What follows belongs to an exercise in optimizing a design on an open flow for small area and a short achievable clock period; a production flow would make more cautious choices. Function was checked by simulation only, so behaviour that the tests miss may differ from the original.

==> flow/design.v (outline; a module is shown in full before it is edited, if it fits) <==
// module butterfly_top_module_8_point: 1035 lines
// module add16_sk: 70 lines
module butterfly_top_module_8_point(
    input clk,
    input rst,
    input new_input_flag,
    input [15:0] input_real0,
    input [15:0] input_real1,
    input [15:0] input_real2,
    input [15:0] input_real3,
    input [15:0] input_real4,
    input [15:0] input_real5,
    input [15:0] input_real6,
    input [15:0] input_real7,
    input [15:0] input_imag0,
    input [15:0] input_imag1,
    input [15:0] input_imag2,
    input [15:0] input_imag3,
    input [15:0] input_imag4,
    input [15:0] input_imag5,
    input [15:0] input_imag6,
    input [15:0] input_imag7,
    output [15:0] output_real0,
    output [15:0] output_real1,
    output [15:0] output_real2,
    output [15:0] output_real3,
    output [15:0] output_real4,
    output [15:0] output_real5,
    output [15:0] output_real6,
    output [15:0] output_real7,
    output [15:0] output_imag0,
    output [15:0] output_imag1,
    output [15:0] output_imag2,
    output [15:0] output_imag3,
    output [15:0] output_imag4,
    output [15:0] output_imag5,
    output [15:0] output_imag6,
    output [15:0] output_imag7,
    output fft_ready_flag
);
  // ...
==> flow/flow/run.sh <==
#!/bin/bash
set -euo pipefail
bash standard.sh "BUFFER_PORTS_ARGS=-buffer_cell sky130_fd_sc_hd__buf_1" SETUP_SLACK_MARGIN=5.8 finish > standard_sh.log 2>&1
==> flow/standard.sh <==
#!/bin/bash
# synth_recipe.tcl (not shown) runs the flow's synth.tcl, then flattens the netlist and writes it again
# the make line also repeats each setting of config.mk as NAME=value (left out here)
make -C /OpenROAD-flow-scripts/flow DESIGN_CONFIG=/design/flow/config.mk WORK_HOME=/design/flow/orfs CLKGATE_MAP_FILE= SYNTH_SCRIPT=/design/flow/synth_recipe.tcl "${@:-finish}"
==> flow/config.mk <==
export PLATFORM = sky130hd
export DESIGN_NAME = butterfly_top_module_8_point
export DESIGN_NICKNAME = butterfly_top_module_8_point
export VERILOG_FILES = /design/flow/design.v
export SDC_FILE = /design/flow/constraint.sdc
export NUM_CORES = 4
export LEC_CHECK = 0
export CAP_MARGIN = 20
export CORE_MARGIN = 2
export CORE_UTILIZATION = 60
export SLEW_MARGIN = 20
export TNS_END_PERCENT = 0
==> flow/constraint.sdc <==
create_clock -name core_clock -period 10.0 [get_ports {clk}]
set_input_delay 2.0000 -clock core_clock [delete_from_list [all_inputs] [get_ports {clk}]]
set_output_delay 2.0000 -clock core_clock [all_outputs]
set_load 0.01 [all_outputs]
==> run summary, run 1 <==
The TritonCTS buffer count is around 150. The depth of the worst register-to-register path came out at 17. The clock passes through at most 3 buffers. The layout overhead on the synthesized area came out at 15.0%.

The core occupancy in the finished layout is between 60% and 70%. The global-route met1 utilization came out at 38.4%. The pre-antenna-repair detailed-routing pass consisted of 5 iterations. The register clock-pin slew on the reported worst setup and hold paths came out at roughly 0.06 ns.

Summing all flip-flop and latch instances after layout gives 27800 um^2. The height of the die came out at about 350 um. The flow ran to the end, but the layout failed its checks. The signal on the critical path passes through inv_2, ha_4, nor2b_1, o31a_1, o31a_1, o21ai_2, a21oi_2, o211ai_1, buf_4, o311ai_4, ha_2, ha_2, or4_1, o221ai_2, fa_1, inv_2, fa_1. The count of boundary I/O pins is around 520. Setup slack closes at between 5 and 6 ns. The layout has about 9300 filler cells.

The buffer count excluding the clock tree in the final layout is 593. The checks that failed were antenna violations. The area after detailed placement is about 76000 um^2. The remaining number of nets flagged by the antenna check after routing is 1. Clock latency on the worst-skew pair, taken at its later pin, is just under 0.8 ns.

The fraction of final layout cells sized beyond drive strength 1 is approximately 8.2%. The wire length per cell came out at a little under 20 um. The worst register-to-register path has a setup slack of around 5.8 ns. The post-DP HPWL is 145000 um. The number of sequential cells in the layout came out at 1386. The worst relative slew slack came out at a little over two fifths.

The kind of cell with the highest combined delay along the critical path is adder cells.
==> run 2: changes to the inputs <==
--- a/flow/config.mk
+++ b/flow/config.mk
@@ -9,3 +9,3 @@
 export CORE_MARGIN = 2
-export CORE_UTILIZATION = 60
+export CORE_UTILIZATION = 55
 export SLEW_MARGIN = 20
==> run summary, run 2 <==
The flow ran to the end and the layout has no timing, DRC or antenna violations. The H-tree depth reported by CTS is 4. The library cell used most frequently in the layout, excluding fill and tap cells, is dfxtp_1. After clock tree synthesis, the flow added hold-fix buffers numbering 0. The remaining number of nets flagged by the antenna check after routing was 0 (-1).

The upper clock frequency limit is between 200 and 250 MHz. The quantity of I/O buffers inserted on ports is slightly above 500. The final-stage net count came out at 9094. The count of placed standard cells in the final layout, fillers left out came out at ~9400. The most critical setup path has its startpoint at l2_57r_1_p3[0]$_DFF_P_. The overall fraction of global-route tracks in use is approximately a quarter.

The number of global-route vias before repair came out at around 47000. The register clock-pin slew on the reported worst setup and hold paths came out at 0.06 ns (about the same). The min-delay analysis places its worst path in the category flip-flop to flip-flop. The classification of the worst setup path is flip-flop to flip-flop.

Ranked by instance count, the synthesized netlist is headed by dfxtp_1 (1386), inv_1 (1081), ha_1 (851), xnor2_1 (538), fa_1 (491). The top fanout value on the critical path came out at 4. In this run the clock root is driven by a clkbuf_16.

The worst setup path is launched from a flip-flop. The fraction of final layout cells sized beyond drive strength 1 is 7.71% (-0.47 points). The critical path ends at md7_yh_p4[5]$_DFF_P_. The number of DRC violations after detailed-routing iteration 0 came out at between 2000 and 2500. The post-DP HPWL was 150000 um (+3.2%).

In the post-synthesis netlist, the cell with the most instances is dfxtp_1. Counting every sink on the clock net gives 1386. Setup repair after global routing could not meet its margin everywhere. In the layout the commonest cells are dfxtp_1 (1371), inv_1 (1071), ha_1 (831). The height of the die came out at 367 um (+4.4%).

The initial antenna violation count came out at 8. The critical path data required time came out at 10.66 ns. The synthesis-stage register bit count is between 1000 and 1500. Of the available clock period, the critical path in the final layout requires between 40% and 50%.

The critical path data arrival time is about 5 ns. The layout overhead on the synthesized area is 14.9% (about the same). The TritonCTS buffer count is 150 (+2.7%). The wire length per cell is 19.2 um (about the same). The largest total area in the synthesized netlist belongs to dfxtp_1. Adding up every negative setup slack in the final design gives 0 ns.

The final routed DRC violation total came out at 0. The later-pin clock latency in the skew report was 0.77 ns (about the same). The worst relative slew slack came to 42.1% (-1.4 points). The worst register-to-register path begins at l2_57r_1_p3[0]$_DFF_P_. The die area came out at about 130000 um^2.

Summed over all layers, the routed wires come to between 150000 and 200000 um. The fraction of registers with async set or reset after synthesis came out at 0%. The detailed-router iteration count before antenna repair came out at 6 (+1).

The clock tree buffer depth came out at 3 (unchanged). The standard-cell row count came out at 133. The number of flops mapped to enable cells by yosys is 0. The number of pins exceeding their max-slew limit in the final report came out at 0. The count of boundary I/O pins is 516 (unchanged).

The cell area after synthesis came out at roughly 72000 um^2. The depth of the worst register-to-register path is 14 (-3). In this run the critical register-to-register path is captured at md7_yh_p4[5]$_DFF_P_. The final worst clock skew came out at approximately 0.024 ns. The reg2reg setup slack came out at 5.67 ns (-0.14 ns). The number of different library cells in the post-synthesis netlist is between 80 and 90. For this run the aggregate overflow at the end of global routing stands at 0.

In the synthesized netlist the dominant register cell turns out to be dfxtp_1. The number of failing setup endpoints in the final timing report came out at 0. Detailed routing inserted a total of around 47000 vias. The number of fill cells in the layout came out at 10900 (+18%).

After technology mapping, the gate count stands at 6878. The depth of the worst hold-timing path is 0. The number of max-capacitance violations reported is 0. STA classifies the critical path endpoint as a flip-flop. The core occupancy in the finished layout is 63.4% (-6.0 points).

TritonCTS built the clock tree. By area the synthesized netlist is led by dfxtp_1 (38%), ha_1 (15%), fa_1 (14%). The detail-routed via count per cell is roughly 5.

The total nets after synthesis is 8479. The mean post-synth cell area came out at 10.5 um^2. The area of the placeable core is about 130000 um^2. The placed cell count is approximately 9000. The time the final worst path needs with I/O delays and setup is about 4.3 ns.

The largest net degree at the start of global routing came out at 17. The initial utilization of the core area, before any placement, comes to a little under three fifths. The horizontal extent of the die is roughly 370 um. The portion of synthesized cell area occupied by the leading cell type is around two fifths. The wire length of the first global-routing pass is between 200000 and 300000 um.

The sequential cell area fraction in the yosys report came out at between 30% and 40%. The worst-margin pin slew is ~0.87 ns. The final weighted congestion in routability-driven placement is approximately 0.93. The hold violation total from the final report came out at 0.

The count of warnings emitted by yosys is 1.
==> run 2: logic make-up after synthesis <==
group | count (synthesis) | synth area share [%]
flops | 1386 | 38.4
fa+ha+maj | 1351 | 28.4
buf+inv | 1191 | 6.26
simple gates | 1113 | 7.65
compound gates | 955 | 8.44
xor+xnor | 882 | 10.8
==> run 2: area by class of cell <==
type | instances | area (um^2) | area share [%]
Antenna cell | 7 | 17.5 | 0.0211
Timing Repair Buffer | 566 | 2320 | 2.79
Sequential cell | 1386 | 27800 | 33.4
Multi-Input combinational cell | 4301 | 41500 | 49.9
Clock buffer | 190 | 4120 | 4.95
Tap cell | 1755 | 2200 | 2.64
Inverter | 1088 | 4090 | 4.92
Clock inverter | 86 | 1080 | 1.30
==> run 2: critical path: stages (launching register included) <==
cell and delay [ns]:
dfxtp_2 0.36, ha_1 0.27, fa_1 0.42, nor2b_1 0.15, o21ai_1 0.10, a21boi_2 0.26, nor2_1 0.12, xor2_2 0.44
inv_2 0.13, ha_1 0.35, fa_1 0.49, fa_1 0.54, inv_1 0.05, fa_1 0.52, inv_1 0.04
==> run 2: worst min path at each step <==
stage	slack (ns)	from	end
5_1_grt	0.32	l3_04r_1_p4[0]$_DFF_P_	l3_04r_1_p5[0]$_DFF_P_
4_1_cts	0.32	l3_04r_1_p4[0]$_DFF_P_	l3_04r_1_p5[0]$_DFF_P_
3_3_place_gp	0.31	l2_46i_0_p3[15]$_DFF_P_	l2_46i_0_p4[15]$_DFF_P_
2_1_floorplan	0.31	l2_46i_0_p3[0]$_DFF_P_	l2_46i_0_p4[0]$_DFF_P_
6_report	0.32	l3_04i_1_p4[0]$_DFF_P_	l3_04i_1_p5[0]$_DFF_P_
3_5_place_dp	0.31	l2_46i_0_p3[4]$_DFF_P_	l2_46i_0_p4[4]$_DFF_P_
==> run 2: metal layers <==
| metal | GRT usage, % | vias to the layer above | part of all wire [%] |
|---|---|---|---|
| met3 | 3.53 | 241 | 3.9 |
| met2 | 44.3 | 959 | 47 |
| li1 | - | 23100 | - |
| met1 | 36.3 | 22400 | 46 |
| met4 | 8.20 | 2 | 3.0 |
| met5 | 0 | - | 0.0066 |
==> run 2: timing repair <==
item | 4_1_cts | 5_1_grt
setup buffers | 3 | 44
endpoints found under the setup margin | 190 | 357
pin swaps | 3 | 61
gates resized for setup | 30 | 247
==> run 2: stage by stage <==
stage | setup WS [ns] | instance area [um^2] | hold WS (ns)
after floorplan | 5.77 | 72400 | 0.310
after global placement | 5.17 | 76100 | 0.310
after detailed placement | 5.13 | 76100 | 0.312
after CTS | 5.51 | 81500 | 0.320
after global routing | 5.58 | 83100 | 0.323
final | 5.67 | 83100 | 0.320
==> run 3: changes to the inputs <==
==> flow/flow/run.sh (replaced) <==
#!/bin/bash
set -euo pipefail
bash standard.sh "BUFFER_PORTS_ARGS=-buffer_cell sky130_fd_sc_hd__buf_1" SETUP_SLACK_MARGIN=6.3 finish > standard_sh.log 2>&1
==> run summary, run 3 <==
The CTS tree is done. The number of different library cells in the post-synthesis netlist is 86 (unchanged). The upper clock frequency limit is 243 MHz (+5.0%). The portion of synthesized cell area occupied by the leading cell type is 38.4% (unchanged). The via count of the routed design is 47400 (+1.4%). The later-pin clock latency in the skew report came out at 0.79 ns (+0.02 ns).

The fraction of registers with async set or reset after synthesis is 0% (unchanged). The library cell with the highest instance count after synthesis is dfxtp_1. The mean post-synth cell area was 10.5 um^2 (unchanged).

The number of sinks on the clock net is 1386 (unchanged). The time the final worst path needs with I/O delays and setup is 4.12 ns (-0.206 ns). The reg2reg setup slack is 5.88 ns (+0.21 ns). The overall fraction of global-route tracks in use is 26.9% (+0.17 points). The count of boundary I/O pins was 516 (unchanged). The synthesis-stage register bit count is 1386 (unchanged).

The tightest min-delay check is of the flip-flop to flip-flop type. The worst-margin pin slew was 0.845 ns (-0.0203 ns). The number of DRC violations after detailed-routing iteration 0 is 2761 (+15%). The count of warnings emitted by yosys is 1 (unchanged). The final worst clock skew is 0.0294 ns (+0.00507 ns). The number of max-capacitance violations reported is 0 (unchanged). The tightest hold margin was 0.314 ns (-0.00544 ns). The setup slack of the critical path after layout came to 5.88 ns (+0.206 ns).

The initial core utilization came out at 55.2% (unchanged). The endpoint identified for the worst register-to-register timing path is l2_46r_1_p3[9]$_DFF_P_. The initial antenna violation count is 9 (+1). The number of pins exceeding their max-slew limit in the final report is 0 (unchanged). The final weighted congestion in routability-driven placement is 0.940 (+0.57%).

The number of fill cells in the layout is 10900 (-0.22%). The cell area after synthesis came to 72300 um^2 (unchanged). Setup repair after global routing could not meet its margin everywhere. The detailed-router iteration count before antenna repair is 8 (+2). The final cycle utilization of the critical path came out at 41.2% (-2.1 points). The library cells used most frequently in the layout, excluding fill and tap cells, are dfxtp_1 (1366), inv_1 (1073), ha_1 (815). The die area came out at 134000 um^2 (unchanged). The depth of the worst register-to-register path is 16 (+2). The detail-routed via count per cell is 5.02 (+0.87%). CTS placed an instance of clkbuf_16 at the clock tree root. The critical path data arrival time is 4.78 ns (-0.21 ns).

The residual overflow from global routing is 0 (unchanged). In this run the worst setup path begins at l1_26i_1_p2[8]$_DFF_P_. The area taken by flip-flops and latches is 27800 um^2 (about the same). The hold violation total from the final report came out at 0 (unchanged).

The wire length of the first global-routing pass came out at 276000 um (+0.97%). The worst slack after detailed placement came to 5.17 ns (+0.0334 ns). The startpoint kind of the worst setup timing path is a flip-flop. The worst relative slew slack is 43.2% (+1.1 points). The total nets after synthesis is 8479 (unchanged). The source of the worst register-to-register timing path is l1_26i_1_p2[8]$_DFF_P_.

The horizontal extent of the die came to 367 um (unchanged). By count the netlist is led by dfxtp_1 (1386), inv_1 (1081), ha_1 (851), xnor2_1 (538), fa_1 (491). The standard-cell row count was 133 (unchanged). The sequential cell area fraction in the yosys report came to 38.4% (unchanged).

The commonest non-fill, non-tap cell in the layout is dfxtp_1. The total length of routed wires is 181000 um (+0.42%).

The total negative slack for setup checks came out at 0 ns (unchanged). The worst setup path is captured at a flip-flop. The area of the placeable core is 131000 um^2 (unchanged).

The number of global-route vias before repair is 48100 (+1.3%). Summed over all instances, the cell type with the most area after synthesis is dfxtp_1.

The remaining number of nets flagged by the antenna check after routing was 0 (unchanged). The worst setup path is of the flip-flop to flip-flop kind. The layout overhead on the synthesized area came out at 16.1%. The number of flops mapped to enable cells by yosys was 0 (unchanged). The final-stage net count came out at 9145 (+0.56%).

The number of failing setup endpoints in the final timing report came to 0 (unchanged). The largest net degree at the start of global routing is 17 (unchanged). The critical path data required time came to 10.66 ns (about the same). The TritonCTS buffer count was 150 (unchanged). The top fanout value on the critical path is 3 (-1). Following the worst setup path forward leads to its endpoint at l2_46r_1_p3[9]$_DFF_P_. The clock tree buffer depth is 3 (unchanged). The count of placed standard cells in the final layout, fillers left out is 9427 (+0.51%). The H-tree depth reported by CTS is 4 (unchanged). The placed cell count came out at 9050 (+0.011%). The final routed DRC violation total came out at 0 (unchanged).

The register clock-pin slew on the reported worst setup and hold paths was 0.06 ns (about the same). The count of mapped cells out of synthesis is 6878 (unchanged). In the post-synthesis netlist, the biggest area contributors are dfxtp_1 (38%), ha_1 (15%), fa_1 (14%). The fraction of final layout cells sized beyond drive strength 1 is 9.19% (+1.5 points). For this run, the leading register cell type out of synthesis is dfxtp_1. The run finished with no timing, DRC or antenna violations. The area of combinational cells with multiple inputs came out at 42000 um^2 (+1.2%).

The height of the die came to 367 um (unchanged). The quantity of I/O buffers inserted on ports came out at 515 (unchanged). The wire length per cell came out at 19.2 um (about the same). The post-DP HPWL came out at 148000 um (-1.0%).
## run 3: per-stage QoR
stage | cell area (um^2) | utilization (%)
after floorplan | 72400 | -
after global placement | 76100 | 58.1
after detailed placement | 76100 | 58.1
after CTS | 82900 | 63.3
after global routing | 84000 | 64.1
final | 84000 | 64.1
## run 3: worst max-delay path: stages, from the launching register on
cell and delay, ns:
dfxtp_2 0.34, or3_4 0.40, nor3_4 0.15, nand3_1 0.10, or3_1 0.33, ha_1 0.32
xnor2_2 0.30, ha_1 0.21, inv_1 0.05, fa_1 0.44, nor2b_1 0.15, o21bai_1 0.17
a21oi_1 0.13, o22ai_2 0.22, o21bai_1 0.14, fa_1 0.43, xnor2_1 0.13
## run 3: area by class of cell
cell class / count / area share (%)
sequential: 1386 / 33.1
clock inverter: 73 / 1.21
multi-input combinational: 4301 / 50.0
clock buffer: 198 / 5.01
antenna: 9 / 0.0268
inverter: 1088 / 4.87
tap: 1755 / 2.61
timing repair buffer: 617 / 3.22
## run 3: cells by family after synthesis
logic type	count (synthesis)	share of synthesized area, %
AO/OA/AOI/OAI	955	8.44
flip-flops	1386	38.4
AND/OR/NAND/NOR	1113	7.65
XOR/XNOR	882	10.8
buffers and inverters	1191	6.26
adder cells (fa/ha/maj)	1351	28.4
## run 3: timing repair
item,4_1_cts,5_1_grt
hold buffers,0,0
resized for setup,219,164
buffers inserted,53,44
endpoints found under the setup margin,471,490
pin swaps,69,73
## run 3: worst min-delay path by stage
stage	start	slack, ns	endpoint	cells past startpoint
final	l3_26i_0_p4[8]$_DFF_P_	0.31	l3_26i_0_p5[8]$_DFF_P_	0
after global routing	l3_04i_1_p4[1]$_DFF_P_	0.33	l3_04i_1_p5[1]$_DFF_P_	0
after CTS	l3_26i_0_p4[8]$_DFF_P_	0.32	l3_26i_0_p5[8]$_DFF_P_	0
after detailed placement	l3_04i_1_p4[11]$_DFF_P_	0.31	l3_04i_1_p5[11]$_DFF_P_	0
after global placement	l3_26i_1_p4[0]$_DFF_P_	0.31	l3_26i_1_p5[0]$_DFF_P_	0
after floorplan	l2_46i_0_p3[0]$_DFF_P_	0.31	l2_46i_0_p4[0]$_DFF_P_	0
## run 3: metal layers
layer  vias up  global-route usage [%]  part of all wire [%]
met5         -                       0                     0
met4         0                    7.83                   2.9
met3       256                    3.21                   4.0
met2      1052                    45.3                    47
met1     22800                    36.4                    46
li1      23200                       -                     -

[afterwards: timing with drivers on the ports]
How much do the figures lean on ideal ports? The routed layouts below were timed once more, with nothing changed but the port constraints. Step 1 (the two cells are an assumption about what drives the block):
set clk [get_ports {clk}]
set_driving_cell -lib_cell sky130_fd_sc_hd__clkbuf_16 $clk
set_driving_cell -lib_cell sky130_fd_sc_hd__buf_2 [delete_from_list [all_inputs] $clk]
Step 2 also shifts input and output timing later by t, the mid clock arrival at the registers, as if the neighbouring blocks saw the same clock. Three values: no drivers, after step 1, after step 2; two values: the first two.
| run | t (ns) | setup slack, ns | worst data-port slew with drivers (ns) |
|---|---|---|---|
| run 1 | 0.847 | 5.813 / 5.813 / 5.813 | 0.06 |
| run 2 | 0.843 | 5.673 / 5.673 / 5.673 | 0.10 |
| run 3 | 0.853 | 5.879 / 5.879 / 5.879 | 0.09 |
